This is an optimization exercise on Yosys and OpenROAD, whose aim is small area and a short achievable clock period, not a production implementation.
In this exercise RTL edits were held to simulation tests only and were not proved equivalent to the original.
Power is estimated from default activity; no workload was simulated.

`design.v`:
```
module alu16(a, b, imm, asel, bsel, shift, op, loadc, loads, c_q, s_q, d_c, d_s);
  input [15:0] a, b;
  input [4:0] imm;
  input asel, bsel;
  input [1:0] shift, op;
  input loadc, loads;
  input [15:0] c_q;   
  input s_q;          
  output [15:0] d_c;  
  output d_s;         
  wire sub = op[0];
  wire sub_n = ~op[0];
  wire asel_n = ~asel;
  wire loadc_n = ~loadc;
  wire loads_n = ~loads;
  wire ld_arith_n = ~(loadc & ~op[1]);
  wire ld_not_n = ~(loadc & op[1] & op[0]);
  wire ld_and_n = ~(loadc & op[1] & ~op[0]);
  wire ld_arith = loads & ~op[1];
  wire ld_not = loads & op[1] & op[0];
  wire ld_and = loads & op[1] & ~op[0];
  wire [15:0] bin, ainx, pn, gn;
  wire s0_n;
  wire s1_n;
  wire sel_b0;
  wire sel_l0;
  wire sel_r0;
  wire sel_b1;
  wire sel_l1;
  wire sel_r1;
  wire s_x;
  wire sel_bs;
  wire bt0_0;
  wire bt0_1;
  wire bt0_2;
  wire bt1_0;
  wire bt1_1;
  wire bt2_0;
  wire bt2_1;
  wire bt3_0;
  wire bt3_1;
  wire bt4_0;
  wire bt4_1;
  wire bt5_0;
  wire bt5_1;
  wire bt5_2;
  wire bt6_0;
  wire bt6_1;
  wire bt6_2;
  wire bt7_0;
  wire bt7_1;
  wire bt7_2;
  wire bt8_0;
  wire bt8_1;
  wire bt8_2;
  wire bt9_0;
  wire bt9_1;
  wire bt9_2;
  wire bt10_0;
  wire bt10_1;
  wire bt10_2;
  wire bt11_0;
  wire bt11_1;
  wire bt11_2;
  wire bt12_0;
  wire bt12_1;
  wire bt12_2;
  wire bt13_0;
  wire bt13_1;
  wire bt13_2;
  wire bt14_0;
  wire bt14_1;
  wire bt14_2;
  wire bt15_0;
  wire bt15_1;
  wire an_0;
  wire an_1;
  wire an_2;
  wire an_3;
  wire an_4;
  wire an_5;
  wire an_6;
  wire an_7;
  wire an_8;
  wire an_9;
  wire an_10;
  wire an_11;
  wire an_12;
  wire an_13;
  wire an_14;
  wire an_15;
  wire g0n_0;
  wire p0n_0;
  wire g0n_1;
  wire p0n_1;
  wire g0n_2;
  wire p0n_2;
  wire g0n_3;
  wire p0n_3;
  wire g0n_4;
  wire p0n_4;
  wire g0n_5;
  wire p0n_5;
  wire g0n_6;
  wire p0n_6;
  wire g0n_7;
  wire p0n_7;
  wire g0n_8;
  wire p0n_8;
  wire g0n_9;
  wire p0n_9;
  wire g0n_10;
  wire p0n_10;
  wire g0n_11;
  wire p0n_11;
  wire g0n_12;
  wire p0n_12;
  wire g0n_13;
  wire p0n_13;
  wire g0n_14;
  wire p0n_14;
  wire g0n_15;
  wire p0n_15;
  wire g1_1;
  wire g1_3;
  wire pp1_3;
  wire g1_5;
  wire pp1_5;
  wire g1_7;
  wire pp1_7;
  wire g1_9;
  wire pp1_9;
  wire g1_11;
  wire pp1_11;
  wire g1_13;
  wire pp1_13;
  wire g1_15;
  wire pp1_15;
  wire g0n_2_i;
  wire p0n_2_i;
  wire g2_2;
  wire g2_3;
  wire g0n_6_i;
  wire p0n_6_i;
  wire g2_6;
  wire pp2_6;
  wire g2_7;
  wire pp2_7;
  wire g0n_10_i;
  wire p0n_10_i;
  wire g2_10;
  wire pp2_10;
  wire g2_11;
  wire pp2_11;
  wire g0n_14_i;
  wire p0n_14_i;
  wire g2_14;
  wire pp2_14;
  wire g2_15;
  wire pp2_15;
  wire g3_4;
  wire g1_5_i;
  wire pp1_5_i;
  wire g3_5;
  wire g3_6;
  wire g3_7;
  wire g3_12;
  wire pp3_12;
  wire g1_13_i;
  wire pp1_13_i;
  wire g3_13;
  wire pp3_13;
  wire g3_14;
  wire pp3_14;
  wire g3_15;
  wire pp3_15;
  wire g0n_8_i;
  wire p0n_8_i;
  wire g4_8;
  wire g4_9;
  wire g2_10_i;
  wire pp2_10_i;
  wire g4_10;
  wire g2_11_i;
  wire pp2_11_i;
  wire g4_11;
  wire g4_12;
  wire g4_13;
  wire g4_14;
  wire g4_15;
  wire g3_7_b;
  wire g2_3_b;
  wire q_0;
  wire sn_0;
  wire v_0;
  wire u_0;
  wire q_1;
  wire sn_1;
  wire v_1;
  wire u_1;
  wire q_2;
  wire sn_2;
  wire v_2;
  wire u_2;
  wire q_3;
  wire sn_3;
  wire v_3;
  wire u_3;
  wire q_4;
  wire sn_4;
  wire v_4;
  wire u_4;
  wire q_5;
  wire sn_5;
  wire v_5;
  wire u_5;
  wire q_6;
  wire sn_6;
  wire v_6;
  wire u_6;
  wire q_7;
  wire sn_7;
  wire v_7;
  wire u_7;
  wire q_8;
  wire sn_8;
  wire v_8;
  wire u_8;
  wire q_9;
  wire sn_9;
  wire v_9;
  wire u_9;
  wire q_10;
  wire sn_10;
  wire v_10;
  wire u_10;
  wire q_11;
  wire sn_11;
  wire v_11;
  wire u_11;
  wire q_12;
  wire sn_12;
  wire v_12;
  wire u_12;
  wire q_13;
  wire sn_13;
  wire v_13;
  wire u_13;
  wire q_14;
  wire sn_14;
  wire v_14;
  wire u_14;
  wire q_15;
  wire sn_15;
  wire v_15;
  wire u_15;
  wire k_0;
  wire e_0;
  wire k_1;
  wire e_1;
  wire k_2;
  wire e_2;
  wire k_3;
  wire e_3;
  wire k_4;
  wire e_4;
  wire k_5;
  wire e_5;
  wire k_6;
  wire e_6;
  wire k_7;
  wire e_7;
  wire k_8;
  wire e_8;
  wire k_9;
  wire e_9;
  wire k_10;
  wire e_10;
  wire k_11;
  wire e_11;
  wire k_12;
  wire e_12;
  wire k_13;
  wire e_13;
  wire k_14;
  wire e_14;
  wire k_15;
  wire e_15;
  wire za_q0;
  wire za_q1;
  wire za_q2;
  wire za_q3;
  wire za_h0;
  wire za_h1;
  wire za_n;
  wire zand_q0;
  wire zand_q1;
  wire zand_q2;
  wire zand_q3;
  wire zand_h0;
  wire zand_h1;
  wire zand_n;
  wire znot_q0;
  wire znot_q1;
  wire znot_q2;
  wire znot_q3;
  wire znot_h0;
  wire znot_h1;
  wire znot_n;
  wire hold_n;
  c_inv u1(.a(shift[0]), .y(s0_n));
  c_inv u2(.a(shift[1]), .y(s1_n));
  c_nor3 u3(.a(bsel), .b(shift[1]), .c(shift[0]), .y(sel_b0));
  c_nor3 u4(.a(bsel), .b(shift[1]), .c(s0_n), .y(sel_l0));
  c_nor2 u5(.a(bsel), .b(s1_n), .y(sel_r0));
  c_nor3 u6(.a(bsel), .b(shift[1]), .c(shift[0]), .y(sel_b1));
  c_nor3 u7(.a(bsel), .b(shift[1]), .c(s0_n), .y(sel_l1));
  c_nor2 u8(.a(bsel), .b(s1_n), .y(sel_r1));
  c_xor2 u9(.a(shift[1]), .b(shift[0]), .y(s_x));
  c_nor2 u10(.a(bsel), .b(s_x), .y(sel_bs));
  c_nand2 u11(.a(sel_b0), .b(b[0]), .y(bt0_0));
  c_nand2 u12(.a(sel_r0), .b(b[1]), .y(bt0_1));
  c_nand2 u13(.a(bsel), .b(imm[0]), .y(bt0_2));
  c_nand3 u14(.a(bt0_0), .b(bt0_1), .c(bt0_2), .y(bin[0]));
  c_aoi22 u15(.a1(sel_b0), .a2(b[1]), .b1(sel_l0), .b2(b[0]), .y(bt1_0));
  c_aoi22 u16(.a1(sel_r0), .a2(b[2]), .b1(bsel), .b2(imm[1]), .y(bt1_1));
  c_nand2 u17(.a(bt1_0), .b(bt1_1), .y(bin[1]));
  c_aoi22 u18(.a1(sel_b0), .a2(b[2]), .b1(sel_l0), .b2(b[1]), .y(bt2_0));
  c_aoi22 u19(.a1(sel_r0), .a2(b[3]), .b1(bsel), .b2(imm[2]), .y(bt2_1));
  c_nand2 u20(.a(bt2_0), .b(bt2_1), .y(bin[2]));
  c_aoi22 u21(.a1(sel_b0), .a2(b[3]), .b1(sel_l0), .b2(b[2]), .y(bt3_0));
  c_aoi22 u22(.a1(sel_r0), .a2(b[4]), .b1(bsel), .b2(imm[3]), .y(bt3_1));
  c_nand2 u23(.a(bt3_0), .b(bt3_1), .y(bin[3]));
  c_aoi22 u24(.a1(sel_b0), .a2(b[4]), .b1(sel_l0), .b2(b[3]), .y(bt4_0));
  c_aoi22 u25(.a1(sel_r0), .a2(b[5]), .b1(bsel), .b2(imm[4]), .y(bt4_1));
  c_nand2 u26(.a(bt4_0), .b(bt4_1), .y(bin[4]));
  c_nand2 u27(.a(sel_b0), .b(b[5]), .y(bt5_0));
  c_nand2 u28(.a(sel_l0), .b(b[4]), .y(bt5_1));
  c_nand2 u29(.a(sel_r0), .b(b[6]), .y(bt5_2));
  c_nand3 u30(.a(bt5_0), .b(bt5_1), .c(bt5_2), .y(bin[5]));
  c_nand2 u31(.a(sel_b0), .b(b[6]), .y(bt6_0));
  c_nand2 u32(.a(sel_l0), .b(b[5]), .y(bt6_1));
  c_nand2 u33(.a(sel_r0), .b(b[7]), .y(bt6_2));
  c_nand3 u34(.a(bt6_0), .b(bt6_1), .c(bt6_2), .y(bin[6]));
  c_nand2 u35(.a(sel_b0), .b(b[7]), .y(bt7_0));
  c_nand2 u36(.a(sel_l0), .b(b[6]), .y(bt7_1));
  c_nand2 u37(.a(sel_r0), .b(b[8]), .y(bt7_2));
  c_nand3 u38(.a(bt7_0), .b(bt7_1), .c(bt7_2), .y(bin[7]));
  c_nand2 u39(.a(sel_b1), .b(b[8]), .y(bt8_0));
  c_nand2 u40(.a(sel_l1), .b(b[7]), .y(bt8_1));
  c_nand2 u41(.a(sel_r1), .b(b[9]), .y(bt8_2));
  c_nand3 u42(.a(bt8_0), .b(bt8_1), .c(bt8_2), .y(bin[8]));
  c_nand2 u43(.a(sel_b1), .b(b[9]), .y(bt9_0));
  c_nand2 u44(.a(sel_l1), .b(b[8]), .y(bt9_1));
  c_nand2 u45(.a(sel_r1), .b(b[10]), .y(bt9_2));
  c_nand3 u46(.a(bt9_0), .b(bt9_1), .c(bt9_2), .y(bin[9]));
  c_nand2 u47(.a(sel_b1), .b(b[10]), .y(bt10_0));
  c_nand2 u48(.a(sel_l1), .b(b[9]), .y(bt10_1));
  c_nand2 u49(.a(sel_r1), .b(b[11]), .y(bt10_2));
  c_nand3 u50(.a(bt10_0), .b(bt10_1), .c(bt10_2), .y(bin[10]));
  c_nand2 u51(.a(sel_b1), .b(b[11]), .y(bt11_0));
  c_nand2 u52(.a(sel_l1), .b(b[10]), .y(bt11_1));
  c_nand2 u53(.a(sel_r1), .b(b[12]), .y(bt11_2));
  c_nand3 u54(.a(bt11_0), .b(bt11_1), .c(bt11_2), .y(bin[11]));
  c_nand2 u55(.a(sel_b1), .b(b[12]), .y(bt12_0));
  c_nand2 u56(.a(sel_l1), .b(b[11]), .y(bt12_1));
  c_nand2 u57(.a(sel_r1), .b(b[13]), .y(bt12_2));
  c_nand3 u58(.a(bt12_0), .b(bt12_1), .c(bt12_2), .y(bin[12]));
  c_nand2 u59(.a(sel_b1), .b(b[13]), .y(bt13_0));
  c_nand2 u60(.a(sel_l1), .b(b[12]), .y(bt13_1));
  c_nand2 u61(.a(sel_r1), .b(b[14]), .y(bt13_2));
  c_nand3 u62(.a(bt13_0), .b(bt13_1), .c(bt13_2), .y(bin[13]));
  c_nand2 u63(.a(sel_b1), .b(b[14]), .y(bt14_0));
  c_nand2 u64(.a(sel_l1), .b(b[13]), .y(bt14_1));
  c_nand2 u65(.a(sel_r1), .b(b[15]), .y(bt14_2));
  c_nand3 u66(.a(bt14_0), .b(bt14_1), .c(bt14_2), .y(bin[14]));
  c_nand2 u67(.a(sel_bs), .b(b[15]), .y(bt15_0));
  c_nand2 u68(.a(sel_l1), .b(b[14]), .y(bt15_1));
  c_nand2 u69(.a(bt15_0), .b(bt15_1), .y(bin[15]));
  c_nand2 u70(.a(a[0]), .b(asel_n), .y(an_0));
  c_xnor2 u71(.a(an_0), .b(sub), .y(ainx[0]));
  c_nand2 u72(.a(a[1]), .b(asel_n), .y(an_1));
  c_xnor2 u73(.a(an_1), .b(sub), .y(ainx[1]));
  c_nand2 u74(.a(a[2]), .b(asel_n), .y(an_2));
  c_xnor2 u75(.a(an_2), .b(sub), .y(ainx[2]));
  c_nand2 u76(.a(a[3]), .b(asel_n), .y(an_3));
  c_xnor2 u77(.a(an_3), .b(sub), .y(ainx[3]));
  c_nand2 u78(.a(a[4]), .b(asel_n), .y(an_4));
  c_xnor2 u79(.a(an_4), .b(sub), .y(ainx[4]));
  c_nand2 u80(.a(a[5]), .b(asel_n), .y(an_5));
  c_xnor2 u81(.a(an_5), .b(sub), .y(ainx[5]));
  c_nand2 u82(.a(a[6]), .b(asel_n), .y(an_6));
  c_xnor2 u83(.a(an_6), .b(sub), .y(ainx[6]));
  c_nand2 u84(.a(a[7]), .b(asel_n), .y(an_7));
  c_xnor2 u85(.a(an_7), .b(sub), .y(ainx[7]));
  c_nand2 u86(.a(a[8]), .b(asel_n), .y(an_8));
  c_xnor2 u87(.a(an_8), .b(sub), .y(ainx[8]));
  c_nand2 u88(.a(a[9]), .b(asel_n), .y(an_9));
  c_xnor2 u89(.a(an_9), .b(sub), .y(ainx[9]));
  c_nand2 u90(.a(a[10]), .b(asel_n), .y(an_10));
  c_xnor2 u91(.a(an_10), .b(sub), .y(ainx[10]));
  c_nand2 u92(.a(a[11]), .b(asel_n), .y(an_11));
  c_xnor2 u93(.a(an_11), .b(sub), .y(ainx[11]));
  c_nand2 u94(.a(a[12]), .b(asel_n), .y(an_12));
  c_xnor2 u95(.a(an_12), .b(sub), .y(ainx[12]));
  c_nand2 u96(.a(a[13]), .b(asel_n), .y(an_13));
  c_xnor2 u97(.a(an_13), .b(sub), .y(ainx[13]));
  c_nand2 u98(.a(a[14]), .b(asel_n), .y(an_14));
  c_xnor2 u99(.a(an_14), .b(sub), .y(ainx[14]));
  c_nand2 u100(.a(a[15]), .b(asel_n), .y(an_15));
  c_xnor2 u101(.a(an_15), .b(sub), .y(ainx[15]));
  c_nand2 u102(.a(ainx[0]), .b(bin[0]), .y(g0n_0));
  c_xnor2 u103(.a(ainx[0]), .b(bin[0]), .y(p0n_0));
  assign pn[0] = p0n_0;
  assign gn[0] = g0n_0;
  c_nand2 u104(.a(ainx[1]), .b(bin[1]), .y(g0n_1));
  c_xnor2 u105(.a(ainx[1]), .b(bin[1]), .y(p0n_1));
  assign pn[1] = p0n_1;
  assign gn[1] = g0n_1;
  c_nand2 u106(.a(ainx[2]), .b(bin[2]), .y(g0n_2));
  c_xnor2 u107(.a(ainx[2]), .b(bin[2]), .y(p0n_2));
  assign pn[2] = p0n_2;
  assign gn[2] = g0n_2;
  c_nand2 u108(.a(ainx[3]), .b(bin[3]), .y(g0n_3));
  c_xnor2 u109(.a(ainx[3]), .b(bin[3]), .y(p0n_3));
  assign pn[3] = p0n_3;
  assign gn[3] = g0n_3;
  c_nand2 u110(.a(ainx[4]), .b(bin[4]), .y(g0n_4));
  c_xnor2 u111(.a(ainx[4]), .b(bin[4]), .y(p0n_4));
  assign pn[4] = p0n_4;
  assign gn[4] = g0n_4;
  c_nand2 u112(.a(ainx[5]), .b(bin[5]), .y(g0n_5));
  c_xnor2 u113(.a(ainx[5]), .b(bin[5]), .y(p0n_5));
  assign pn[5] = p0n_5;
  assign gn[5] = g0n_5;
  c_nand2 u114(.a(ainx[6]), .b(bin[6]), .y(g0n_6));
  c_xnor2 u115(.a(ainx[6]), .b(bin[6]), .y(p0n_6));
  assign pn[6] = p0n_6;
  assign gn[6] = g0n_6;
  c_nand2 u116(.a(ainx[7]), .b(bin[7]), .y(g0n_7));
  c_xnor2 u117(.a(ainx[7]), .b(bin[7]), .y(p0n_7));
  assign pn[7] = p0n_7;
  assign gn[7] = g0n_7;
  c_nand2 u118(.a(ainx[8]), .b(bin[8]), .y(g0n_8));
  c_xnor2 u119(.a(ainx[8]), .b(bin[8]), .y(p0n_8));
  assign pn[8] = p0n_8;
  assign gn[8] = g0n_8;
  c_nand2 u120(.a(ainx[9]), .b(bin[9]), .y(g0n_9));
  c_xnor2 u121(.a(ainx[9]), .b(bin[9]), .y(p0n_9));
  assign pn[9] = p0n_9;
  assign gn[9] = g0n_9;
  c_nand2 u122(.a(ainx[10]), .b(bin[10]), .y(g0n_10));
  c_xnor2 u123(.a(ainx[10]), .b(bin[10]), .y(p0n_10));
  assign pn[10] = p0n_10;
  assign gn[10] = g0n_10;
  c_nand2 u124(.a(ainx[11]), .b(bin[11]), .y(g0n_11));
  c_xnor2 u125(.a(ainx[11]), .b(bin[11]), .y(p0n_11));
  assign pn[11] = p0n_11;
  assign gn[11] = g0n_11;
  c_nand2 u126(.a(ainx[12]), .b(bin[12]), .y(g0n_12));
  c_xnor2 u127(.a(ainx[12]), .b(bin[12]), .y(p0n_12));
  assign pn[12] = p0n_12;
  assign gn[12] = g0n_12;
  c_nand2 u128(.a(ainx[13]), .b(bin[13]), .y(g0n_13));
  c_xnor2 u129(.a(ainx[13]), .b(bin[13]), .y(p0n_13));
  assign pn[13] = p0n_13;
  assign gn[13] = g0n_13;
  c_nand2 u130(.a(ainx[14]), .b(bin[14]), .y(g0n_14));
  c_xnor2 u131(.a(ainx[14]), .b(bin[14]), .y(p0n_14));
  assign pn[14] = p0n_14;
  assign gn[14] = g0n_14;
  c_nand2 u132(.a(ainx[15]), .b(bin[15]), .y(g0n_15));
  c_xnor2 u133(.a(ainx[15]), .b(bin[15]), .y(p0n_15));
  assign pn[15] = p0n_15;
  assign gn[15] = g0n_15;
  c_oai21 u134(.a1(p0n_1), .a2(g0n_0), .b1(g0n_1), .y(g1_1));
  c_oai21 u135(.a1(p0n_3), .a2(g0n_2), .b1(g0n_3), .y(g1_3));
  c_nor2 u136(.a(p0n_3), .b(p0n_2), .y(pp1_3));
  c_oai21 u137(.a1(p0n_5), .a2(g0n_4), .b1(g0n_5), .y(g1_5));
  c_nor2 u138(.a(p0n_5), .b(p0n_4), .y(pp1_5));
  c_oai21 u139(.a1(p0n_7), .a2(g0n_6), .b1(g0n_7), .y(g1_7));
  c_nor2 u140(.a(p0n_7), .b(p0n_6), .y(pp1_7));
  c_oai21 u141(.a1(p0n_9), .a2(g0n_8), .b1(g0n_9), .y(g1_9));
  c_nor2 u142(.a(p0n_9), .b(p0n_8), .y(pp1_9));
  c_oai21 u143(.a1(p0n_11), .a2(g0n_10), .b1(g0n_11), .y(g1_11));
  c_nor2 u144(.a(p0n_11), .b(p0n_10), .y(pp1_11));
  c_oai21 u145(.a1(p0n_13), .a2(g0n_12), .b1(g0n_13), .y(g1_13));
  c_nor2 u146(.a(p0n_13), .b(p0n_12), .y(pp1_13));
  c_oai21 u147(.a1(p0n_15), .a2(g0n_14), .b1(g0n_15), .y(g1_15));
  c_nor2 u148(.a(p0n_15), .b(p0n_14), .y(pp1_15));
  c_inv u149(.a(g0n_2), .y(g0n_2_i));
  c_inv u150(.a(p0n_2), .y(p0n_2_i));
  c_aoi21 u151(.a1(p0n_2_i), .a2(g1_1), .b1(g0n_2_i), .y(g2_2));
  c_aoi21 u152(.a1(pp1_3), .a2(g1_1), .b1(g1_3), .y(g2_3));
  c_inv u153(.a(g0n_6), .y(g0n_6_i));
  c_inv u154(.a(p0n_6), .y(p0n_6_i));
  c_aoi21 u155(.a1(p0n_6_i), .a2(g1_5), .b1(g0n_6_i), .y(g2_6));
  c_nand2 u156(.a(p0n_6_i), .b(pp1_5), .y(pp2_6));
  c_aoi21 u157(.a1(pp1_7), .a2(g1_5), .b1(g1_7), .y(g2_7));
  c_nand2 u158(.a(pp1_7), .b(pp1_5), .y(pp2_7));
  c_inv u159(.a(g0n_10), .y(g0n_10_i));
  c_inv u160(.a(p0n_10), .y(p0n_10_i));
  c_aoi21 u161(.a1(p0n_10_i), .a2(g1_9), .b1(g0n_10_i), .y(g2_10));
  c_nand2 u162(.a(p0n_10_i), .b(pp1_9), .y(pp2_10));
  c_aoi21 u163(.a1(pp1_11), .a2(g1_9), .b1(g1_11), .y(g2_11));
  c_nand2 u164(.a(pp1_11), .b(pp1_9), .y(pp2_11));
  c_inv u165(.a(g0n_14), .y(g0n_14_i));
  c_inv u166(.a(p0n_14), .y(p0n_14_i));
  c_aoi21 u167(.a1(p0n_14_i), .a2(g1_13), .b1(g0n_14_i), .y(g2_14));
  c_nand2 u168(.a(p0n_14_i), .b(pp1_13), .y(pp2_14));
  c_aoi21 u169(.a1(pp1_15), .a2(g1_13), .b1(g1_15), .y(g2_15));
  c_nand2 u170(.a(pp1_15), .b(pp1_13), .y(pp2_15));
  c_oai21 u171(.a1(p0n_4), .a2(g2_3), .b1(g0n_4), .y(g3_4));
  c_inv u172(.a(g1_5), .y(g1_5_i));
  c_inv u173(.a(pp1_5), .y(pp1_5_i));
  c_oai21 u174(.a1(pp1_5_i), .a2(g2_3), .b1(g1_5_i), .y(g3_5));
  c_oai21 u175(.a1(pp2_6), .a2(g2_3_b), .b1(g2_6), .y(g3_6));
  c_oai21 u176(.a1(pp2_7), .a2(g2_3_b), .b1(g2_7), .y(g3_7));
  c_oai21 u177(.a1(p0n_12), .a2(g2_11), .b1(g0n_12), .y(g3_12));
  c_nor2 u178(.a(p0n_12), .b(pp2_11), .y(pp3_12));
  c_inv u179(.a(g1_13), .y(g1_13_i));
  c_inv u180(.a(pp1_13), .y(pp1_13_i));
  c_oai21 u181(.a1(pp1_13_i), .a2(g2_11), .b1(g1_13_i), .y(g3_13));
  c_nor2 u182(.a(pp1_13_i), .b(pp2_11), .y(pp3_13));
  c_oai21 u183(.a1(pp2_14), .a2(g2_11), .b1(g2_14), .y(g3_14));
  c_nor2 u184(.a(pp2_14), .b(pp2_11), .y(pp3_14));
  c_oai21 u185(.a1(pp2_15), .a2(g2_11), .b1(g2_15), .y(g3_15));
  c_nor2 u186(.a(pp2_15), .b(pp2_11), .y(pp3_15));
  c_inv u187(.a(g0n_8), .y(g0n_8_i));
  c_inv u188(.a(p0n_8), .y(p0n_8_i));
  c_aoi21 u189(.a1(p0n_8_i), .a2(g3_7), .b1(g0n_8_i), .y(g4_8));
  c_aoi21 u190(.a1(pp1_9), .a2(g3_7), .b1(g1_9), .y(g4_9));
  c_inv u191(.a(g2_10), .y(g2_10_i));
  c_inv u192(.a(pp2_10), .y(pp2_10_i));
  c_aoi21 u193(.a1(pp2_10_i), .a2(g3_7), .b1(g2_10_i), .y(g4_10));
  c_inv u194(.a(g2_11), .y(g2_11_i));
  c_inv u195(.a(pp2_11), .y(pp2_11_i));
  c_aoi21 u196(.a1(pp2_11_i), .a2(g3_7), .b1(g2_11_i), .y(g4_11));
  c_aoi21 u197(.a1(pp3_12), .a2(g3_7_b), .b1(g3_12), .y(g4_12));
  c_aoi21 u198(.a1(pp3_13), .a2(g3_7_b), .b1(g3_13), .y(g4_13));
  c_aoi21 u199(.a1(pp3_14), .a2(g3_7_b), .b1(g3_14), .y(g4_14));
  c_aoi21 u200(.a1(pp3_15), .a2(g3_7_b), .b1(g3_15), .y(g4_15));
  c_oai21 u201(.a1(pp2_7), .a2(g2_3), .b1(g2_7), .y(g3_7_b));
  c_aoi21 u202(.a1(pp1_3), .a2(g1_1), .b1(g1_3), .y(g2_3_b));
  c_xnor2 u203(.a(pn[0]), .b(sub), .y(q_0));
  c_inv u204(.a(q_0), .y(sn_0));
  c_o22a u205(.a1(ld_not_n), .a2(bin[0]), .b1(ld_and_n), .b2(gn[0]), .y(v_0));
  c_nand2 u206(.a(loadc_n), .b(c_q[0]), .y(u_0));
  c_o211ai u207(.a1(sn_0), .a2(ld_arith_n), .b1(u_0), .c1(v_0), .y(d_c[0]));
  c_xnor2 u208(.a(pn[1]), .b(sub), .y(q_1));
  c_xor2 u209(.a(q_1), .b(g0n_0), .y(sn_1));
  c_o22a u210(.a1(ld_not_n), .a2(bin[1]), .b1(ld_and_n), .b2(gn[1]), .y(v_1));
  c_nand2 u211(.a(loadc_n), .b(c_q[1]), .y(u_1));
  c_o211ai u212(.a1(sn_1), .a2(ld_arith_n), .b1(u_1), .c1(v_1), .y(d_c[1]));
  c_xnor2 u213(.a(pn[2]), .b(sub), .y(q_2));
  c_xnor2 u214(.a(q_2), .b(g1_1), .y(sn_2));
  c_o22a u215(.a1(ld_not_n), .a2(bin[2]), .b1(ld_and_n), .b2(gn[2]), .y(v_2));
  c_nand2 u216(.a(loadc_n), .b(c_q[2]), .y(u_2));
  c_o211ai u217(.a1(sn_2), .a2(ld_arith_n), .b1(u_2), .c1(v_2), .y(d_c[2]));
  c_xnor2 u218(.a(pn[3]), .b(sub), .y(q_3));
  c_xor2 u219(.a(q_3), .b(g2_2), .y(sn_3));
  c_o22a u220(.a1(ld_not_n), .a2(bin[3]), .b1(ld_and_n), .b2(gn[3]), .y(v_3));
  c_nand2 u221(.a(loadc_n), .b(c_q[3]), .y(u_3));
  c_o211ai u222(.a1(sn_3), .a2(ld_arith_n), .b1(u_3), .c1(v_3), .y(d_c[3]));
  c_xnor2 u223(.a(pn[4]), .b(sub), .y(q_4));
  c_xor2 u224(.a(q_4), .b(g2_3), .y(sn_4));
  c_o22a u225(.a1(ld_not_n), .a2(bin[4]), .b1(ld_and_n), .b2(gn[4]), .y(v_4));
  c_nand2 u226(.a(loadc_n), .b(c_q[4]), .y(u_4));
  c_o211ai u227(.a1(sn_4), .a2(ld_arith_n), .b1(u_4), .c1(v_4), .y(d_c[4]));
  c_xnor2 u228(.a(pn[5]), .b(sub), .y(q_5));
  c_xnor2 u229(.a(q_5), .b(g3_4), .y(sn_5));
  c_o22a u230(.a1(ld_not_n), .a2(bin[5]), .b1(ld_and_n), .b2(gn[5]), .y(v_5));
  c_nand2 u231(.a(loadc_n), .b(c_q[5]), .y(u_5));
  c_o211ai u232(.a1(sn_5), .a2(ld_arith_n), .b1(u_5), .c1(v_5), .y(d_c[5]));
  c_xnor2 u233(.a(pn[6]), .b(sub), .y(q_6));
  c_xnor2 u234(.a(q_6), .b(g3_5), .y(sn_6));
  c_o22a u235(.a1(ld_not_n), .a2(bin[6]), .b1(ld_and_n), .b2(gn[6]), .y(v_6));
  c_nand2 u236(.a(loadc_n), .b(c_q[6]), .y(u_6));
  c_o211ai u237(.a1(sn_6), .a2(ld_arith_n), .b1(u_6), .c1(v_6), .y(d_c[6]));
  c_xnor2 u238(.a(pn[7]), .b(sub), .y(q_7));
  c_xnor2 u239(.a(q_7), .b(g3_6), .y(sn_7));
  c_o22a u240(.a1(ld_not_n), .a2(bin[7]), .b1(ld_and_n), .b2(gn[7]), .y(v_7));
  c_nand2 u241(.a(loadc_n), .b(c_q[7]), .y(u_7));
  c_o211ai u242(.a1(sn_7), .a2(ld_arith_n), .b1(u_7), .c1(v_7), .y(d_c[7]));
  c_xnor2 u243(.a(pn[8]), .b(sub), .y(q_8));
  c_xnor2 u244(.a(q_8), .b(g3_7), .y(sn_8));
  c_o22a u245(.a1(ld_not_n), .a2(bin[8]), .b1(ld_and_n), .b2(gn[8]), .y(v_8));
  c_nand2 u246(.a(loadc_n), .b(c_q[8]), .y(u_8));
  c_o211ai u247(.a1(sn_8), .a2(ld_arith_n), .b1(u_8), .c1(v_8), .y(d_c[8]));
  c_xnor2 u248(.a(pn[9]), .b(sub), .y(q_9));
  c_xor2 u249(.a(q_9), .b(g4_8), .y(sn_9));
  c_o22a u250(.a1(ld_not_n), .a2(bin[9]), .b1(ld_and_n), .b2(gn[9]), .y(v_9));
  c_nand2 u251(.a(loadc_n), .b(c_q[9]), .y(u_9));
  c_o211ai u252(.a1(sn_9), .a2(ld_arith_n), .b1(u_9), .c1(v_9), .y(d_c[9]));
  c_xnor2 u253(.a(pn[10]), .b(sub), .y(q_10));
  c_xor2 u254(.a(q_10), .b(g4_9), .y(sn_10));
  c_o22a u255(.a1(ld_not_n), .a2(bin[10]), .b1(ld_and_n), .b2(gn[10]), .y(v_10));
  c_nand2 u256(.a(loadc_n), .b(c_q[10]), .y(u_10));
  c_o211ai u257(.a1(sn_10), .a2(ld_arith_n), .b1(u_10), .c1(v_10), .y(d_c[10]));
  c_xnor2 u258(.a(pn[11]), .b(sub), .y(q_11));
  c_xor2 u259(.a(q_11), .b(g4_10), .y(sn_11));
  c_o22a u260(.a1(ld_not_n), .a2(bin[11]), .b1(ld_and_n), .b2(gn[11]), .y(v_11));
  c_nand2 u261(.a(loadc_n), .b(c_q[11]), .y(u_11));
  c_o211ai u262(.a1(sn_11), .a2(ld_arith_n), .b1(u_11), .c1(v_11), .y(d_c[11]));
  c_xnor2 u263(.a(pn[12]), .b(sub), .y(q_12));
  c_xor2 u264(.a(q_12), .b(g4_11), .y(sn_12));
  c_o22a u265(.a1(ld_not_n), .a2(bin[12]), .b1(ld_and_n), .b2(gn[12]), .y(v_12));
  c_nand2 u266(.a(loadc_n), .b(c_q[12]), .y(u_12));
  c_o211ai u267(.a1(sn_12), .a2(ld_arith_n), .b1(u_12), .c1(v_12), .y(d_c[12]));
  c_xnor2 u268(.a(pn[13]), .b(sub), .y(q_13));
  c_xor2 u269(.a(q_13), .b(g4_12), .y(sn_13));
  c_o22a u270(.a1(ld_not_n), .a2(bin[13]), .b1(ld_and_n), .b2(gn[13]), .y(v_13));
  c_nand2 u271(.a(loadc_n), .b(c_q[13]), .y(u_13));
  c_o211ai u272(.a1(sn_13), .a2(ld_arith_n), .b1(u_13), .c1(v_13), .y(d_c[13]));
  c_xnor2 u273(.a(pn[14]), .b(sub), .y(q_14));
  c_xor2 u274(.a(q_14), .b(g4_13), .y(sn_14));
  c_o22a u275(.a1(ld_not_n), .a2(bin[14]), .b1(ld_and_n), .b2(gn[14]), .y(v_14));
  c_nand2 u276(.a(loadc_n), .b(c_q[14]), .y(u_14));
  c_o211ai u277(.a1(sn_14), .a2(ld_arith_n), .b1(u_14), .c1(v_14), .y(d_c[14]));
  c_xnor2 u278(.a(pn[15]), .b(sub), .y(q_15));
  c_xor2 u279(.a(q_15), .b(g4_14), .y(sn_15));
  c_o22a u280(.a1(ld_not_n), .a2(bin[15]), .b1(ld_and_n), .b2(gn[15]), .y(v_15));
  c_nand2 u281(.a(loadc_n), .b(c_q[15]), .y(u_15));
  c_o211ai u282(.a1(sn_15), .a2(ld_arith_n), .b1(u_15), .c1(v_15), .y(d_c[15]));
  assign k_0 = sub;
  c_xor2 u283(.a(pn[0]), .b(k_0), .y(e_0));
  c_nand3 u284(.a(gn[0]), .b(pn[0]), .c(sub_n), .y(k_1));
  c_xor2 u285(.a(pn[1]), .b(k_1), .y(e_1));
  c_nand3 u286(.a(gn[1]), .b(pn[1]), .c(sub_n), .y(k_2));
  c_xor2 u287(.a(pn[2]), .b(k_2), .y(e_2));
  c_nand3 u288(.a(gn[2]), .b(pn[2]), .c(sub_n), .y(k_3));
  c_xor2 u289(.a(pn[3]), .b(k_3), .y(e_3));
  c_nand3 u290(.a(gn[3]), .b(pn[3]), .c(sub_n), .y(k_4));
  c_xor2 u291(.a(pn[4]), .b(k_4), .y(e_4));
  c_nand3 u292(.a(gn[4]), .b(pn[4]), .c(sub_n), .y(k_5));
  c_xor2 u293(.a(pn[5]), .b(k_5), .y(e_5));
  c_nand3 u294(.a(gn[5]), .b(pn[5]), .c(sub_n), .y(k_6));
  c_xor2 u295(.a(pn[6]), .b(k_6), .y(e_6));
  c_nand3 u296(.a(gn[6]), .b(pn[6]), .c(sub_n), .y(k_7));
  c_xor2 u297(.a(pn[7]), .b(k_7), .y(e_7));
  c_nand3 u298(.a(gn[7]), .b(pn[7]), .c(sub_n), .y(k_8));
  c_xor2 u299(.a(pn[8]), .b(k_8), .y(e_8));
  c_nand3 u300(.a(gn[8]), .b(pn[8]), .c(sub_n), .y(k_9));
  c_xor2 u301(.a(pn[9]), .b(k_9), .y(e_9));
  c_nand3 u302(.a(gn[9]), .b(pn[9]), .c(sub_n), .y(k_10));
  c_xor2 u303(.a(pn[10]), .b(k_10), .y(e_10));
  c_nand3 u304(.a(gn[10]), .b(pn[10]), .c(sub_n), .y(k_11));
  c_xor2 u305(.a(pn[11]), .b(k_11), .y(e_11));
  c_nand3 u306(.a(gn[11]), .b(pn[11]), .c(sub_n), .y(k_12));
  c_xor2 u307(.a(pn[12]), .b(k_12), .y(e_12));
  c_nand3 u308(.a(gn[12]), .b(pn[12]), .c(sub_n), .y(k_13));
  c_xor2 u309(.a(pn[13]), .b(k_13), .y(e_13));
  c_nand3 u310(.a(gn[13]), .b(pn[13]), .c(sub_n), .y(k_14));
  c_xor2 u311(.a(pn[14]), .b(k_14), .y(e_14));
  c_nand3 u312(.a(gn[14]), .b(pn[14]), .c(sub_n), .y(k_15));
  c_xor2 u313(.a(pn[15]), .b(k_15), .y(e_15));
  c_nand4 u314(.a(e_0), .b(e_1), .c(e_2), .d(e_3), .y(za_q0));
  c_nand4 u315(.a(e_4), .b(e_5), .c(e_6), .d(e_7), .y(za_q1));
  c_nand4 u316(.a(e_8), .b(e_9), .c(e_10), .d(e_11), .y(za_q2));
  c_nand4 u317(.a(e_12), .b(e_13), .c(e_14), .d(e_15), .y(za_q3));
  c_nor2 u318(.a(za_q0), .b(za_q1), .y(za_h0));
  c_nor2 u319(.a(za_q2), .b(za_q3), .y(za_h1));
  c_nand3 u320(.a(za_h0), .b(za_h1), .c(ld_arith), .y(za_n));
  c_nand4 u321(.a(gn[0]), .b(gn[1]), .c(gn[2]), .d(gn[3]), .y(zand_q0));
  c_nand4 u322(.a(gn[4]), .b(gn[5]), .c(gn[6]), .d(gn[7]), .y(zand_q1));
  c_nand4 u323(.a(gn[8]), .b(gn[9]), .c(gn[10]), .d(gn[11]), .y(zand_q2));
  c_nand4 u324(.a(gn[12]), .b(gn[13]), .c(gn[14]), .d(gn[15]), .y(zand_q3));
  c_nor2 u325(.a(zand_q0), .b(zand_q1), .y(zand_h0));
  c_nor2 u326(.a(zand_q2), .b(zand_q3), .y(zand_h1));
  c_nand3 u327(.a(zand_h0), .b(zand_h1), .c(ld_and), .y(zand_n));
  c_nand4 u328(.a(bin[0]), .b(bin[1]), .c(bin[2]), .d(bin[3]), .y(znot_q0));
  c_nand4 u329(.a(bin[4]), .b(bin[5]), .c(bin[6]), .d(bin[7]), .y(znot_q1));
  c_nand4 u330(.a(bin[8]), .b(bin[9]), .c(bin[10]), .d(bin[11]), .y(znot_q2));
  c_nand4 u331(.a(bin[12]), .b(bin[13]), .c(bin[14]), .d(bin[15]), .y(znot_q3));
  c_nor2 u332(.a(znot_q0), .b(znot_q1), .y(znot_h0));
  c_nor2 u333(.a(znot_q2), .b(znot_q3), .y(znot_h1));
  c_nand3 u334(.a(znot_h0), .b(znot_h1), .c(ld_not), .y(znot_n));
  c_nand2 u335(.a(loads_n), .b(s_q), .y(hold_n));
  c_nand4 u336(.a(za_n), .b(zand_n), .c(znot_n), .d(hold_n), .y(d_s));
endmodule
module datapath(datapath_in, vsel, writenum, write, readnum, clk, loada, loadb, shift, asel, bsel, ALUop, loadc, loads, datapath_out, Z_out);
  input write, clk, loada, loadb, vsel, asel, bsel, loadc, loads;
  input [1:0] shift, ALUop;
  input [2:0] writenum, readnum;
  input [15:0] datapath_in;
  output [15:0] datapath_out;
  output Z_out;
  reg [15:0] R0, R1, R2, R3, R4, R5, R6, R7;
  reg [15:0] A, B, C;
  reg S;
  wire [15:0] wdata = vsel ? datapath_in : C;
  always @(posedge clk) begin
    if (write && writenum == 3'd0) R0 <= wdata;
    if (write && writenum == 3'd1) R1 <= wdata;
    if (write && writenum == 3'd2) R2 <= wdata;
    if (write && writenum == 3'd3) R3 <= wdata;
    if (write && writenum == 3'd4) R4 <= wdata;
    if (write && writenum == 3'd5) R5 <= wdata;
    if (write && writenum == 3'd6) R6 <= wdata;
    if (write && writenum == 3'd7) R7 <= wdata;
  end
  wire [7:0] rsel = 8'b1 << readnum;
  wire [15:0] rdata;
  genvar i;
  generate
    for (i = 0; i < 16; i = i + 1) begin : rd
      read_bit u(.r({R7[i], R6[i], R5[i], R4[i], R3[i], R2[i], R1[i], R0[i]}), .s(rsel), .q(rdata[i]));
    end
  endgenerate
  always @(posedge clk) begin
    if (loada) A <= rdata;
    if (loadb) B <= rdata;
  end
  wire [15:0] c_next;
  wire s_next;
  alu16 u_alu(.a(A), .b(B), .imm(datapath_in[4:0]), .asel(asel), .bsel(bsel), .shift(shift),
              .op(ALUop), .loadc(loadc), .loads(loads), .c_q(C), .s_q(S),
              .d_c(c_next), .d_s(s_next));
  always @(posedge clk) begin
    C <= c_next;
    S <= s_next;
  end
  assign datapath_out = C;
  assign Z_out = S;
endmodule
module read_bit(r, s, q);
  input [7:0] r, s;
  output q;
  assign q = |(r & s);
endmodule
module c_inv(a, y);
  input a;
  output y;
  assign y = ~a;
endmodule
module c_nand2(a, b, y);
  input a, b;
  output y;
  assign y = ~(a & b);
endmodule
module c_nand3(a, b, c, y);
  input a, b, c;
  output y;
  assign y = ~(a & b & c);
endmodule
module c_nand4(a, b, c, d, y);
  input a, b, c, d;
  output y;
  assign y = ~(a & b & c & d);
endmodule
module c_nor2(a, b, y);
  input a, b;
  output y;
  assign y = ~(a | b);
endmodule
module c_xor2(a, b, y);
  input a, b;
  output y;
  assign y = a ^ b;
endmodule
module c_xnor2(a, b, y);
  input a, b;
  output y;
  assign y = ~(a ^ b);
endmodule
module c_aoi21(a1, a2, b1, y);
  input a1, a2, b1;
  output y;
  assign y = ~((a1 & a2) | b1);
endmodule
module c_oai21(a1, a2, b1, y);
  input a1, a2, b1;
  output y;
  assign y = ~((a1 | a2) & b1);
endmodule
module c_o22a(a1, a2, b1, b2, y);
  input a1, a2, b1, b2;
  output y;
  assign y = (a1 | a2) & (b1 | b2);
endmodule
module c_nor4(a, b, c, d, y);
  input a, b, c, d;
  output y;
  assign y = ~(a | b | c | d);
endmodule
module c_aoi22(a1, a2, b1, b2, y);
  input a1, a2, b1, b2;
  output y;
  assign y = ~((a1 & a2) | (b1 & b2));
endmodule
module c_o211ai(a1, a2, b1, c1, y);
  input a1, a2, b1, c1;
  output y;
  assign y = ~((a1 | a2) & b1 & c1);
endmodule
module c_nor3(a, b, c, y);
  input a, b, c;
  output y;
  assign y = ~(a | b | c);
endmodule
```
`flow/run.sh`:
```
#!/bin/bash
# Layout flow: the standard flow (standard.sh, unchanged synthesis) with
# smaller port buffers, smaller clock buffers and no dummy clock loads. Each tool's full output
# stays in orfs/logs/; make's own output goes to flow_make.log here.
set -euo pipefail
bash standard.sh \
  "BUFFER_PORTS_ARGS=-buffer_cell sky130_fd_sc_hd__buf_1" \
  "CTS_ARGS=-sink_clustering_enable -repair_clock_nets -dont_use_dummy_load -buf_list sky130_fd_sc_hd__clkbuf_8" \
  finish > flow_make.log 2>&1
```
`standard.sh`:
```
#!/bin/bash
# synth_recipe.tcl (not shown) runs the flow's synth.tcl, then flattens the netlist and writes it again
# the make line also repeats each setting of config.mk as NAME=value (left out here)
make -C /OpenROAD-flow-scripts/flow DESIGN_CONFIG=/design/flow/config.mk WORK_HOME=/design/flow/orfs CLKGATE_MAP_FILE= SYNTH_SCRIPT=/design/flow/synth_recipe.tcl "${@:-finish}"
```
`config.mk`:
```
export PLATFORM = sky130hd
export DESIGN_NAME = datapath
export DESIGN_NICKNAME = datapath
export VERILOG_FILES = /design/flow/design.v
export SDC_FILE = /design/flow/constraint.sdc
export NUM_CORES = 4
export LEC_CHECK = 0
export CAP_MARGIN = 20
export CORE_MARGIN = 2
export CORE_UTILIZATION = 65
export SETUP_SLACK_MARGIN = 2.3
export SLEW_MARGIN = 20
export SYNTH_HIERARCHICAL = 1
export SYNTH_MINIMUM_KEEP_SIZE = 0
```
`constraint.sdc`:
```
create_clock -name core_clock -period 5.0 [get_ports {clk}]
set_input_delay 1.0000 -clock core_clock [delete_from_list [all_inputs] [get_ports {clk}]]
set_output_delay 1.0000 -clock core_clock [all_outputs]
set_load 0.01 [all_outputs]
```
==> summary.md, run 1 <==
| Metric | Value |
|---|---|
| FP Rows | `41` |
| Status | `complete, no violations` |
| Root buf cell | `clkbuf_8` |
| Period utilization | `0.528` |
| Primary FF master, synth | `edfxtp_1` |
| Syn_nets | `665` |
| Clock Tree Buf Depth | `2` |
| Final HPWL DP | `between 10000 and 15000 um` |
| Maxcap violations | `0` |
| Register area share after synthesis | `0.621` |
| Post-Syn Area | `between 8000 and 9000 um2` |
| Max Slew Vio Count | `0` |
| Gr usage total | `0.286` |
| Post-layout min period | `2.64 ns` |
| Initial detailed-routing violation count | `just under 600` |
| Leakage | `3.30 nW` |
| Post-DRT Antenna Nets | `0` |
| Req. time, crit path | `around 5.3 ns` |
| Proportion of power drawn by the clock network | `0.221` |
| Sw Share | `0.288` |
| Gate Count Post-Synth | `630` |
| Worst Setup End Kind | `flop` |
| Hold Worst Slack | `0.495 ns` |
| Synth async-reset ratio | `0` |
| RSZ-0062 raised after global routing | `false` |
| DRT Wirelength | `approximately 19000 um` |
| Worst slew pin tran | `between 0.9 and 1 ns` |
| Final Wtd Congestion | `about 0.87` |
| Post-route DRC | `0` |
| Type of the worst setup path | `in2reg` |
| Cells on worst reg2reg path | `9` |
| Die H | `about 120 um` |
| Worst EP arrival | `about 2.9 ns` |
| CP max FO | `7` |
| EDFF count, synth | `between 150 and 200` |
| Die Wd | `117 um` |
| Vias in the first global route | `~5300` |
| FF+latch area | `just over 5000 um2` |
| Top cells by area, synth | `edfxtp_1 (58%), a22oi_1 (5.8%), xnor2_1 (5.6%)` |
| Power after layout | `roughly 0.0033 W` |
| CTS Hold Bufs | `0` |
| IO buf count | `51` |
| Number of diodes | `0` |
| Clock tree from TritonCTS | `yes` |
| First-pass iteration count of the detailed router | `5` |
| Worst min path class | `reg2reg` |
| WL/cell | `~21 um` |
| #FFs+latches synth | `177` |
| Fin nets | `about 750` |
| Final setup viols | `0` |
| First-pass GRT wire length | `roughly 28000 um` |
| Remaining global-route overflow | `0` |
| Area taken by multi-input logic gates | `3560 um2` |
| Antenna violations before repair | `0` |
| Share of cells above drive strength 1 | `0.227` |
| Rel. slew slack | `0.334` |
| Clk_skew | `0.0311 ns` |
| Vias | `approximately 5600` |
| Synth Warn # | `7` |
| Unique cell type count in the Yosys netlist | `32` |
| Vias per cell | `around 6.3` |
| TritonCTS Buffers | `17` |
| Largest net degree at the start of global routing | `29` |
| Crit. Startpoint | `shift[0]` |
| H-tree Lvls | `4` |
| F_max | `between 300 and 400 MHz` |
| Clock net sink count | `between 150 and 200` |
| Syn Area/Cell | `around 13 um2` |
| Net Switching | `0.000948 W` |
| Initial Util | `0.662` |
| Setup TNS | `0 ns` |
| Int Pwr | `approximately 0.0023 W` |
| Min-delay src | `C[15]` |
| Reg clk slew, reported paths | `approximately 0.070 ns` |
| Hold violation total from the final report | `0` |
| Core region area | `12500 um2` |
| Worst vdd ir | `around 0.25 mV` |
| Clock latency on the worst-skew pair | `approximately 0.45 ns` |
| Startpoint types | `input port` |
| Hold path depth | `2` |
| Area Overhead vs Synth | `16.2%` |
| Combinational power share | `0.230` |
| Die ar. | `around 14000 um2` |
| Power per cell area | `between 300 and 400 nW/um2` |
| Area leader, netlist | `edfxtp_1` |
| Filler cells | `between 800 and 900` |
| Reg power frac | `0.549` |
| Share of the synthesized area in the top cell type | `0.580` |
| Io pins | `52` |
| R2r startpoint | `B[1]` |
==> timing repair <==
item / CTS / global route
resized for setup: 21 / 39
pin swaps: 7 / 11
buffers inserted: 4 / 4
endpoints found under the setup margin: 16 / 9
gates cloned: 0 / 1
==> cells by family (layout without fill, tap and decap cells) <==
| group | Yosys count | after routing | synth area share |
|---|---|---|---|
| flip-flops | 177 | 177 | 0.621 |
| AO/OA/AOI/OAI | 134 | 134 | 0.136 |
| multiplexers | 16 | 16 | 0.0263 |
| XOR/XNOR | 80 | 80 | 0.0846 |
| AND/OR/NAND/NOR | 196 | 196 | 0.117 |
| buffers and inverters | 27 | 112 | 0.0151 |
==> cell usage after synthesis, types with 2 or more instances <==
| master | count |
|---|---|
| xnor2_1 | 53 |
| nand2_1 | 94 |
| o21ai_1 | 15 |
| edfxtp_1 | 160 |
| o22a_1 | 16 |
| nor4bb_1 | 2 |
| a21oi_2 | 15 |
| inv_1 | 25 |
| nor3_2 | 4 |
| mux2_4 | 10 |
| a22oi_2 | 8 |
| o211ai_2 | 16 |
| nand4_1 | 29 |
| nor3b_1 | 3 |
| mux2_2 | 6 |
| and4b_1 | 3 |
| xor2_1 | 27 |
| nor2_1 | 18 |
| dfxtp_1 | 17 |
| a22oi_1 | 64 |
| nand3_1 | 30 |
| and3_1 | 2 |
| and3b_1 | 4 |
==> power groups by stage <==
| stage | registers, W | logic, W | clock network [W] |
|---|---|---|---|
| 3_5_place_dp | 0.00184 | 0.000672 | 0 |
| 3_3_place_gp | 0.00184 | 0.000652 | 0 |
| 2_1_floorplan | 0.00183 | 0.000482 | 0 |
| 4_1_cts | 0.00181 | 0.000701 | 0.000734 |
| 5_1_grt | 0.00182 | 0.000819 | 0.000786 |
| 6_report | 0.00181 | 0.000758 | 0.000728 |
==> area by class of cell <==
cell class / instances / share of cell area
clock buffers: 17 / 0.0243
inverters: 25 / 0.0104
multi-input cells: 426 / 0.370
flip-flops and latches: 177 / 0.534
well taps: 172 / 0.0224
repair buffers: 69 / 0.0377
repair inverters: 1 / 0.000780
==> cells in the final DEF (no fill, tap or decap), types with 9 or more instances in the layout <==
cell and count:
buf_1 46, dfxtp_1 17, xnor2_1 33, o21ai_1 9, edfxtp_1 160, nand2_1 86
xor2_1 27, xnor2_2 12, clkbuf_8 17, o22a_1 16, buf_4 18, mux2_4 10
nand4_1 29, a22oi_1 64, o211ai_2 16, nor2_1 11, a21oi_2 12, inv_1 22
nand3_1 20
==> metrics by stage <==
| stage | util | instances | cell area, um2 | worst slack (ns) |
|---|---|---|---|---|
| final | 0.769 | 887 | 9630 | 2.36 |
| after global placement | 0.718 | 861 | 8990 | 1.45 |
| after detailed placement | 0.718 | 861 | 8990 | 1.39 |
| after global routing | 0.769 | 887 | 9630 | 2.24 |
| after CTS | 0.749 | 882 | 9370 | 2.32 |
| after floorplan | - | 630 | 8490 | 2.27 |
==> sequential cells by signal (all words and copies together) (netlist names) <==
name,flops
R3,16
R1,16
R0,16
R7,16
S,1
R4,16
C,16
R5,16
B,16
R2,16
R6,16
A,16
==> modules after synthesis (local to each module, per instance) <==
module	cell area (um2)	copies in the design	flops+latches	cells
alu16	55.1	1	0	10
c_aoi21	8.76	15	0	1
c_aoi22	12.5	8	0	1
c_inv	3.75	21	0	1
c_nand2	3.75	94	0	1
c_nand3	5.00	29	0	1
c_nand4	6.26	13	0	1
c_nor2	3.75	18	0	1
c_nor3	10.0	4	0	1
c_o211ai	12.5	16	0	1
c_o22a	8.76	16	0	1
c_oai21	5.00	15	0	1
c_xnor2	8.76	53	0	1
c_xor2	8.76	27	0	1
datapath	5530	1	177	211
read_bit	36.3	16	0	5
==> worst max-delay path, cell delays in order <==
cell and delay (ns):
clkbuf_4 0.17, inv_4 0.09, nor3_4 0.05, buf_12 0.14, a22oi_2 0.15, nand2_2 0.14
xnor2_4 0.32, o21ai_4 0.12, a21oi_2 0.20, o21ai_4 0.13, a21oi_2 0.15, xor2_1 0.19
o211ai_2 0.08
==> path summary, 6_finish.rpt <==
path,endpoint,slack (ns)
setup / recovery,C[10],2.36
hold / removal,C[15],0.50
setup reg to reg,C[10],2.87
hold reg to reg,C[15],0.50
==> per-layer routing <==
layer  part of all wire  up-vias  GRT usage
met3              0.065       38     0.0582
met5                  0        -          0
li1                   -     2580          -
met1               0.40     2771      0.385
met4              0.024        0     0.0878
met2               0.51      238      0.477
==> inputs of run 2 (changes only) <==
--- a/config.mk
+++ b/config.mk
@@ -10,3 +10,3 @@
 export CORE_UTILIZATION = 65
-export SETUP_SLACK_MARGIN = 2.3
+export SETUP_SLACK_MARGIN = 2.2
 export SLEW_MARGIN = 20
==> summary.md, run 2 <==
| Metric | Value |
|---|---|
| Synth async-reset ratio | `0 (unchanged)` |
| Non-filler cells, final | `885 (-0.23%)` |
| Hold path depth | `2 (unchanged)` |
| Cells along the critical path | `clkbuf_4 > inv_1 > nor2_4 > nand2_1 > nand3_2 > xnor2_2 > nor2_2 > a21oi_4 > o21ai_4 > a21oi_2 > xor2_1 > o211ai_2` |
| Clock tree from TritonCTS | `yes` |
| Cells on worst reg2reg path | `9 (unchanged)` |
| EDFF count, synth | `160 (unchanged)` |
| Setup TNS | `0 ns (unchanged)` |
| Period utilization | `0.552 (+0.0238)` |
| Initial Util | `0.662 (unchanged)` |
| Top cells by area, synth | `edfxtp_1 (58%), a22oi_1 (5.8%), xnor2_1 (5.6%)` |
| Gr usage total | `0.288 (+0.00234)` |
| Power per cell area | `345 nW/um2 (+0.75%)` |
| Share of the synthesized area in the top cell type | `0.580 (unchanged)` |
| Status | `complete, no violations` |
| CTS Hold Bufs | `0 (unchanged)` |
| WL/cell | `21.4 um (+0.60%)` |
| Vias per cell | `6.36 (+0.28%)` |
| Root buf cell | `clkbuf_8` |
| First-pass GRT wire length | `28500 um (+1.1%)` |
| Gate Count Post-Synth | `630 (unchanged)` |
| Remaining global-route overflow | `0 (unchanged)` |
| Clock net sink count | `177 (unchanged)` |
| Post-route DRC | `0 (unchanged)` |
| Vias | `5630 (+0.053%)` |
| Number of diodes | `0 (unchanged)` |
| FP Rows | `41 (unchanged)` |
| Core region area | `12500 um2 (unchanged)` |
| Post-DRT Antenna Nets | `0 (unchanged)` |
| Clock latency on the worst-skew pair | `0.45 ns (about the same)` |
| Worst hold endpoint | `S` |
| Crit. Startpoint | `shift[1]` |
| CP top delay family | `XOR/XNOR gates` |
| Post-Place Cells | `860 (-0.12%)` |
| Worst slew pin tran | `1.06 ns (+0.0581 ns)` |
| Leakage | `3.23 nW (-2.0%)` |
| Post-DP Area | `8860 um2 (-1.4%)` |
| Final HPWL DP | `12200 um (+0.26%)` |
| Share of cells above drive strength 1 | `0.209 (-0.0176)` |
| FF-to-FF End | `C[13]` |
| Post-Syn Area | `8280 um2 (unchanged)` |
| Reg clk slew, reported paths | `0.07 ns (about the same)` |
| DRT Wirelength | `19000 um (+0.37%)` |
| Min-delay src | `S` |
| Worst min path class | `reg2reg` |
| CP max stage cell | `xnor2_2` |
| Maxcap violations | `0 (unchanged)` |
| Vias in the first global route | `5240 (-1.5%)` |
| Most common cell after layout, fill and taps aside | `edfxtp_1` |
| First-pass iteration count of the detailed router | `5 (unchanged)` |
| Area Overhead vs Synth | `14.0%` |
| Unique cell type count in the Yosys netlist | `32 (unchanged)` |
| Syn Area/Cell | `13.1 um2 (unchanged)` |
| Worst EP arrival | `3.06 ns (+0.12 ns)` |
| CP peak stage delay | `0.36 ns (+0.04 ns)` |
| Max Slew Vio Count | `0 (unchanged)` |
| Synth Warn # | `7 (unchanged)` |
| Post-layout min period | `2.76 ns (+0.119 ns)` |
| RSZ-0062 raised after global routing | `false` |
| Most frequent cells in the layout | `edfxtp_1 (160), nand2_1 (86), a22oi_1 (64)` |
| Die ar. | `13700 um2 (unchanged)` |
| Final Wtd Congestion | `0.890 (+1.9%)` |
| Register area share after synthesis | `0.621 (unchanged)` |
| Syn_nets | `665 (unchanged)` |
| Register-to-register setup slack | `2.82 ns (-0.05 ns)` |
| Largest net degree at the start of global routing | `23 (-21%)` |
| Initial detailed-routing violation count | `696 (+18%)` |
| Clk_skew | `0.0286 ns (-0.00253 ns)` |
| Io pins | `52 (unchanged)` |
| Worst vdd ir | `0.340 mV (+34%)` |
| Type of the worst setup path | `in2reg` |
| F_max | `362 MHz (-4.3%)` |
| Commonest cells post-synth | `edfxtp_1 (160), nand2_1 (94), a22oi_1 (64)` |
| Startpoint types | `input port` |
| Area leader, netlist | `edfxtp_1` |
| Top-count cell post-synth | `edfxtp_1` |
| Antenna violations before repair | `0 (unchanged)` |
| Die Wd | `117 um (unchanged)` |
| Final setup viols | `0 (unchanged)` |
| CP bufs+invs | `2 (-1)` |
| Hold violation total from the final report | `0 (unchanged)` |
| Primary FF master, synth | `edfxtp_1` |
| Rel. slew slack | `0.296 (-0.0382)` |
| R2r startpoint | `B[7]` |
| Req. time, crit path | `5.30 ns (about the same)` |
| CP max FO | `8 (+1)` |
| IO buf count | `51 (unchanged)` |
| Clock Tree Buf Depth | `2 (unchanged)` |
| Fin nets | `750 (-0.27%)` |
| TritonCTS Buffers | `17 (unchanged)` |
| H-tree Lvls | `4 (unchanged)` |
| Layout Cell Area excl Fill | `9440 um2 (-1.9%)` |
| Power after layout | `0.00325 W (-1.2%)` |
| Worst Setup End Kind | `flop` |
| #FFs+latches synth | `177 (unchanged)` |
| Die H | `117 um (unchanged)` |
| Core Util, Final | `0.754 (-0.0148)` |
## run 2: cell counts after synthesis
No cell type changed its count.
## run 2: metal layers
layer | share of wire | track usage | vias up
met5 | 0 | 0 | -
met4 | 0.018 | 0.0910 | 0
met3 | 0.080 | 0.0644 | 36
met2 | 0.50 | 0.467 | 279
met1 | 0.40 | 0.396 | 2735
li1 | - | - | 2580
## run 2: timing repair
action,in CTS,in global routing
setup buffers,5,3
pin swaps,8,8
gates resized for setup,19,33
setup endpoints to repair,14,9
gates cloned,0,0
## run 2: worst min-delay path, cell delays in order, from the launching register on
cell and delay, ns:
dfxtp_1 0.33, nand2_1 0.05, nand4_1 0.08
## run 2: per-module statistics from Yosys (local to each module, per instance), a selection
module	copies in the design	flops+latches
c_xnor2	53	0
c_inv	21	0
c_nor2	18	0
c_nand2	94	0
alu16	1	0
c_nor3	4	0
c_xor2	27	0
c_aoi21	15	0
read_bit	16	0
c_o211ai	16	0
## run 2: cell families after synthesis
kind of cell              Yosys count  share of synthesized area
and+or+nand+nor                   196                      0.117
DFF                               177                      0.621
AOI/OAI and AO/OA                 134                      0.136
xor gates and xnor gates           80                     0.0846
buffers and inverters              27                     0.0151
muxes                              16                     0.0263
## run 2: power breakdown
part | total, W | internal [W] | switching (W)
combinational | 0.000726 | 0.000278 | 0.000448
sequential | 0.00181 | 0.00175 | 0.0000570
clock | 0.000722 | 0.000301 | 0.000422
total | 0.00325 | 0.00233 | 0.000927
## run 2: area by class of cell
class | count | area, um2
repair buffers | 68 | 373
fillers | 813 | 3070
multi-input cells | 426 | 3380
inverters | 25 | 97.6
well taps | 172 | 215
clock buffers | 17 | 234
flip-flops and latches | 177 | 5140
## run 2: through the flow
stage	hold slack [ns]	setup slack (ns)
2_1_floorplan	0.511	2.21
3_3_place_gp	0.457	1.34
3_5_place_dp	0.478	1.19
4_1_cts	0.492	2.20
5_1_grt	0.538	2.17
6_report	0.495	2.24
## run 2: worst max-delay path by stage
stage               cells after the start     to  slack [ns]
global route                           12  C[13]        2.17
finish                                 12  C[13]        2.24
CTS                                    11  C[13]        2.20
global placement                       11  C[13]        1.34
detailed placement                     11  C[13]        1.19
floorplan                              11  C[13]        2.21
==> inputs of run 3 (changes only) <==
--- a/config.mk
+++ b/config.mk
@@ -9,4 +9,5 @@
 export CORE_MARGIN = 2
-export CORE_UTILIZATION = 65
-export SETUP_SLACK_MARGIN = 2.2
+export CORE_UTILIZATION = 60
+export PLACE_DENSITY = 0.7
+export SETUP_SLACK_MARGIN = 2.3
 export SLEW_MARGIN = 20
==> summary.md, run 3 <==
| Metric | Value |
|---|---|
| Status | `complete, no violations` |
| Syn_nets | `665 (unchanged)` |
| Syn Area/Cell | `13.1 um2 (unchanged)` |
| Initial detailed-routing violation count | `542 (-22%)` |
| Share of cells above drive strength 1 | `0.235 (+0.0262)` |
| Combinational power share | `0.236 (+0.013)` |
| Worst Setup End Kind | `flop` |
| Clock latency on the worst-skew pair | `0.44 ns (about the same)` |
| Clock tree from TritonCTS | `yes` |
| Area Overhead vs Synth | `17.6%` |
| Post-DRT Antenna Nets | `0 (unchanged)` |
| Leakage | `3.36 nW (+3.9%)` |
| Die ar. | `14800 um2 (+8.0%)` |
| EDFF count, synth | `160 (unchanged)` |
| Vias in the first global route | `5445 (+3.9%)` |
| Clk_skew | `0.0304 ns (+0.00184 ns)` |
| Req. time, crit path | `5.28 ns (-0.02 ns)` |
| Worst min path class | `reg2reg` |
| Int Pwr | `0.00236 W (+1.4%)` |
| Worst slew pin tran | `1.08 ns (+0.0225 ns)` |
| Startpoint types | `input port` |
| Vias | `5559 (-1.3%)` |
| CP max stage cell | `o21ai_4` |
| Sw Share | `0.286 (+0.00143)` |
| Die Wd | `121 um (+3.9%)` |
| Gr usage total | `0.272 (-0.0169)` |
| TritonCTS Buffers | `17 (unchanged)` |
| Max Slew Vio Count | `0 (unchanged)` |
| Gate Count Post-Synth | `630 (unchanged)` |
| Worst EP arrival | `2.92 ns (-0.14 ns)` |
| Reg clk slew, reported paths | `0.07 ns (about the same)` |
| Top-count cell post-synth | `edfxtp_1` |
| Largest net degree at the start of global routing | `33 (+43%)` |
| H-tree Lvls | `4 (unchanged)` |
| Min-delay src | `S` |
| Initial Util | `0.621 (-0.0412)` |
| Core region area | `13300 um2 (+6.6%)` |
| Cells along the critical path | `buf_4 > inv_4 > nor3_4 > buf_4 > a22oi_2 > nand2_2 > xnor2_4 > o21ai_4 > a21oi_4 > o21ai_4 > a21oi_2 > xor2_1 > o211ai_2` |
| CTS Hold Bufs | `0 (unchanged)` |
| FF-to-FF End | `C[6]` |
| Final setup viols | `0 (unchanged)` |
| Rel. slew slack | `0.281 (-0.0150)` |
| CP max FO | `5 (-3)` |
| CP peak stage delay | `0.27 ns (-0.09 ns)` |
| Post-layout min period | `2.64 ns (-0.124 ns)` |
| First-pass iteration count of the detailed router | `5 (unchanged)` |
| Unique cell type count in the Yosys netlist | `32 (unchanged)` |
| Proportion of power drawn by the clock network | `0.217 (-0.005)` |
| Top cells by area, synth | `edfxtp_1 (58%), a22oi_1 (5.8%), xnor2_1 (5.6%)` |
| Post-Syn Area | `8280 um2 (unchanged)` |
| Antenna violations before repair | `0 (unchanged)` |
| Final HPWL DP | `12800 um (+4.2%)` |
| Type of the worst setup path | `in2reg` |
| Io pins | `52 (unchanged)` |
| Commonest cells post-synth | `edfxtp_1 (160), nand2_1 (94), a22oi_1 (64)` |
| Period utilization | `0.527 (-0.0247)` |
| Worst hold endpoint | `S` |
| Most common cell after layout, fill and taps aside | `edfxtp_1` |
| Synth async-reset ratio | `0 (unchanged)` |
| Reg power frac | `0.547 (-0.008)` |
| Clock Tree Buf Depth | `2 (unchanged)` |
| R2r startpoint | `B[3]` |
| Power after layout | `0.00331 W (+1.6%)` |
| FP Rows | `42 (+2.4%)` |
| DRT Wirelength | `19200 um (+1.0%)` |
| Worst vdd ir | `0.270 mV (-21%)` |
| Most frequent cells in the layout | `edfxtp_1 (160), nand2_1 (85), a22oi_1 (64)` |
| Number of diodes | `0 (unchanged)` |
| Remaining global-route overflow | `0 (unchanged)` |
| Hold violation total from the final report | `0 (unchanged)` |
| #FFs+latches synth | `177 (unchanged)` |
| Register-to-register setup slack | `2.87 ns (+0.05 ns)` |
| Fin nets | `760 (+1.3%)` |
| Maxcap violations | `0 (unchanged)` |
| Primary FF master, synth | `edfxtp_1` |
| Cells on worst reg2reg path | `9 (unchanged)` |
| IO buf count | `51 (unchanged)` |
| Die H | `121 um (+3.9%)` |
| Hold path depth | `2 (unchanged)` |
| Post-route DRC | `0 (unchanged)` |
| Synth Warn # | `7 (unchanged)` |
| Root buf cell | `clkbuf_8` |
| F_max | `379 MHz (+4.7%)` |
| Setup TNS | `0 ns (unchanged)` |
| Register area share after synthesis | `0.621 (unchanged)` |
| RSZ-0062 raised after global routing | `false` |
| Share of the synthesized area in the top cell type | `0.580 (unchanged)` |
| Vias per cell | `6.18 (-2.8%)` |
| Net Switching | `0.000946 W (+2.1%)` |
| Clock net sink count | `177 (unchanged)` |
| Final Wtd Congestion | `0.909 (+2.1%)` |
| WL/cell | `21.3 um (-0.54%)` |
| First-pass GRT wire length | `29400 um (+3.1%)` |
| Area leader, netlist | `edfxtp_1` |
| Power per cell area | `340 nW/um2 (-1.5%)` |
## run 3: power groups by stage
stage                     clock network (W)  logic [W]  registers (W)
after global placement                    0   0.000657        0.00184
after detailed placement                  0   0.000675        0.00184
after CTS                          0.000728   0.000707        0.00181
after global routing               0.000786   0.000844        0.00182
final                              0.000718   0.000779        0.00181
after floorplan                           0   0.000482        0.00183
## run 3: routing by layer
| layer | global-route usage | vias up | part of all wire |
|---|---|---|---|
| met5 | 0 | - | 0 |
| met4 | 0.0783 | 0 | 0.016 |
| met3 | 0.0569 | 25 | 0.061 |
| met2 | 0.454 | 193 | 0.50 |
| met1 | 0.362 | 2741 | 0.42 |
| li1 | - | 2600 | - |
## run 3: cell families after synthesis
| family | after synthesis | share of synthesized area |
|---|---|---|
| XOR/XNOR | 80 | 0.0846 |
| AND/OR/NAND/NOR | 196 | 0.117 |
| multiplexers | 16 | 0.0263 |
| buffers and inverters | 27 | 0.0151 |
| AO/OA/AOI/OAI | 134 | 0.136 |
| flip-flops | 177 | 0.621 |
## run 3: how the worst max path moves through the flow
stage | from | endpoint | slack, ns | cells past startpoint
floorplan | shift[0] | C[10] | 2.27 | 10
global placement | bsel | C[13] | 1.45 | 11
detailed placement | shift[1] | C[13] | 1.40 | 12
CTS | shift[0] | C[14] | 2.34 | 13
global route | asel | C[9] | 2.25 | 12
finish | shift[0] | C[9] | 2.36 | 13
## run 3: final cells by class
| type | instances | area [um2] |
|---|---|---|
| multi-input cells | 426 | 3620 |
| well taps | 176 | 220 |
| repair buffers | 78 | 419 |
| fillers | 915 | 3610 |
| inverters | 25 | 100 |
| flip-flops and latches | 177 | 5140 |
| clock buffers | 17 | 234 |
## run 3: Yosys stat by module (local to each module, per instance), excerpt
| module | copies in the design | cells | area [um2] | flops+latches |
|---|---|---|---|---|
| c_o211ai | 16 | 1 | 12.5 | 0 |
| c_xor2 | 27 | 1 | 8.76 | 0 |
| c_nor2 | 18 | 1 | 3.75 | 0 |
| read_bit | 16 | 5 | 36.3 | 0 |
| c_aoi22 | 8 | 1 | 12.5 | 0 |
| c_aoi21 | 15 | 1 | 8.76 | 0 |
| c_o22a | 16 | 1 | 8.76 | 0 |
| c_nand2 | 94 | 1 | 3.75 | 0 |
| c_xnor2 | 53 | 1 | 8.76 | 0 |
| alu16 | 1 | 10 | 55.1 | 0 |
| c_inv | 21 | 1 | 3.75 | 0 |
## run 3: metrics by stage
step | hold WS (ns) | cells | setup WS, ns | cell area [um2] | util
6_report | 0.513 | 899 | 2.36 | 9740 | 0.730
5_1_grt | 0.538 | 899 | 2.25 | 9740 | 0.730
4_1_cts | 0.496 | 891 | 2.34 | 9410 | 0.705
3_5_place_dp | 0.482 | 865 | 1.40 | 8990 | 0.674
3_3_place_gp | 0.470 | 865 | 1.45 | 8990 | 0.674
2_1_floorplan | 0.511 | 630 | 2.27 | 8490 | -
## run 3: critical path: cells and delay by family
family,cells,cell delay (ns)
compound gates,6,0.96
xor+xnor,2,0.37
buf+inv,3,0.38
simple gates,2,0.19
## run 3: repair_timing
action / CTS / global route
gates resized for setup: 23 / 41
endpoints found under the setup margin: 17 / 9
cloned: 0 / 0
setup buffers: 9 / 8
endpoints found under the hold margin: 0 / 0
pin swaps: 10 / 19

Check on run 3: ideal ports give 2.363 ns setup slack; a clkbuf_16 on the clock port and buf_2 on the inputs give 2.353 ns; moving port delays by the midpoint clock arrival (0.463 ns) as well gives 1.890 ns.
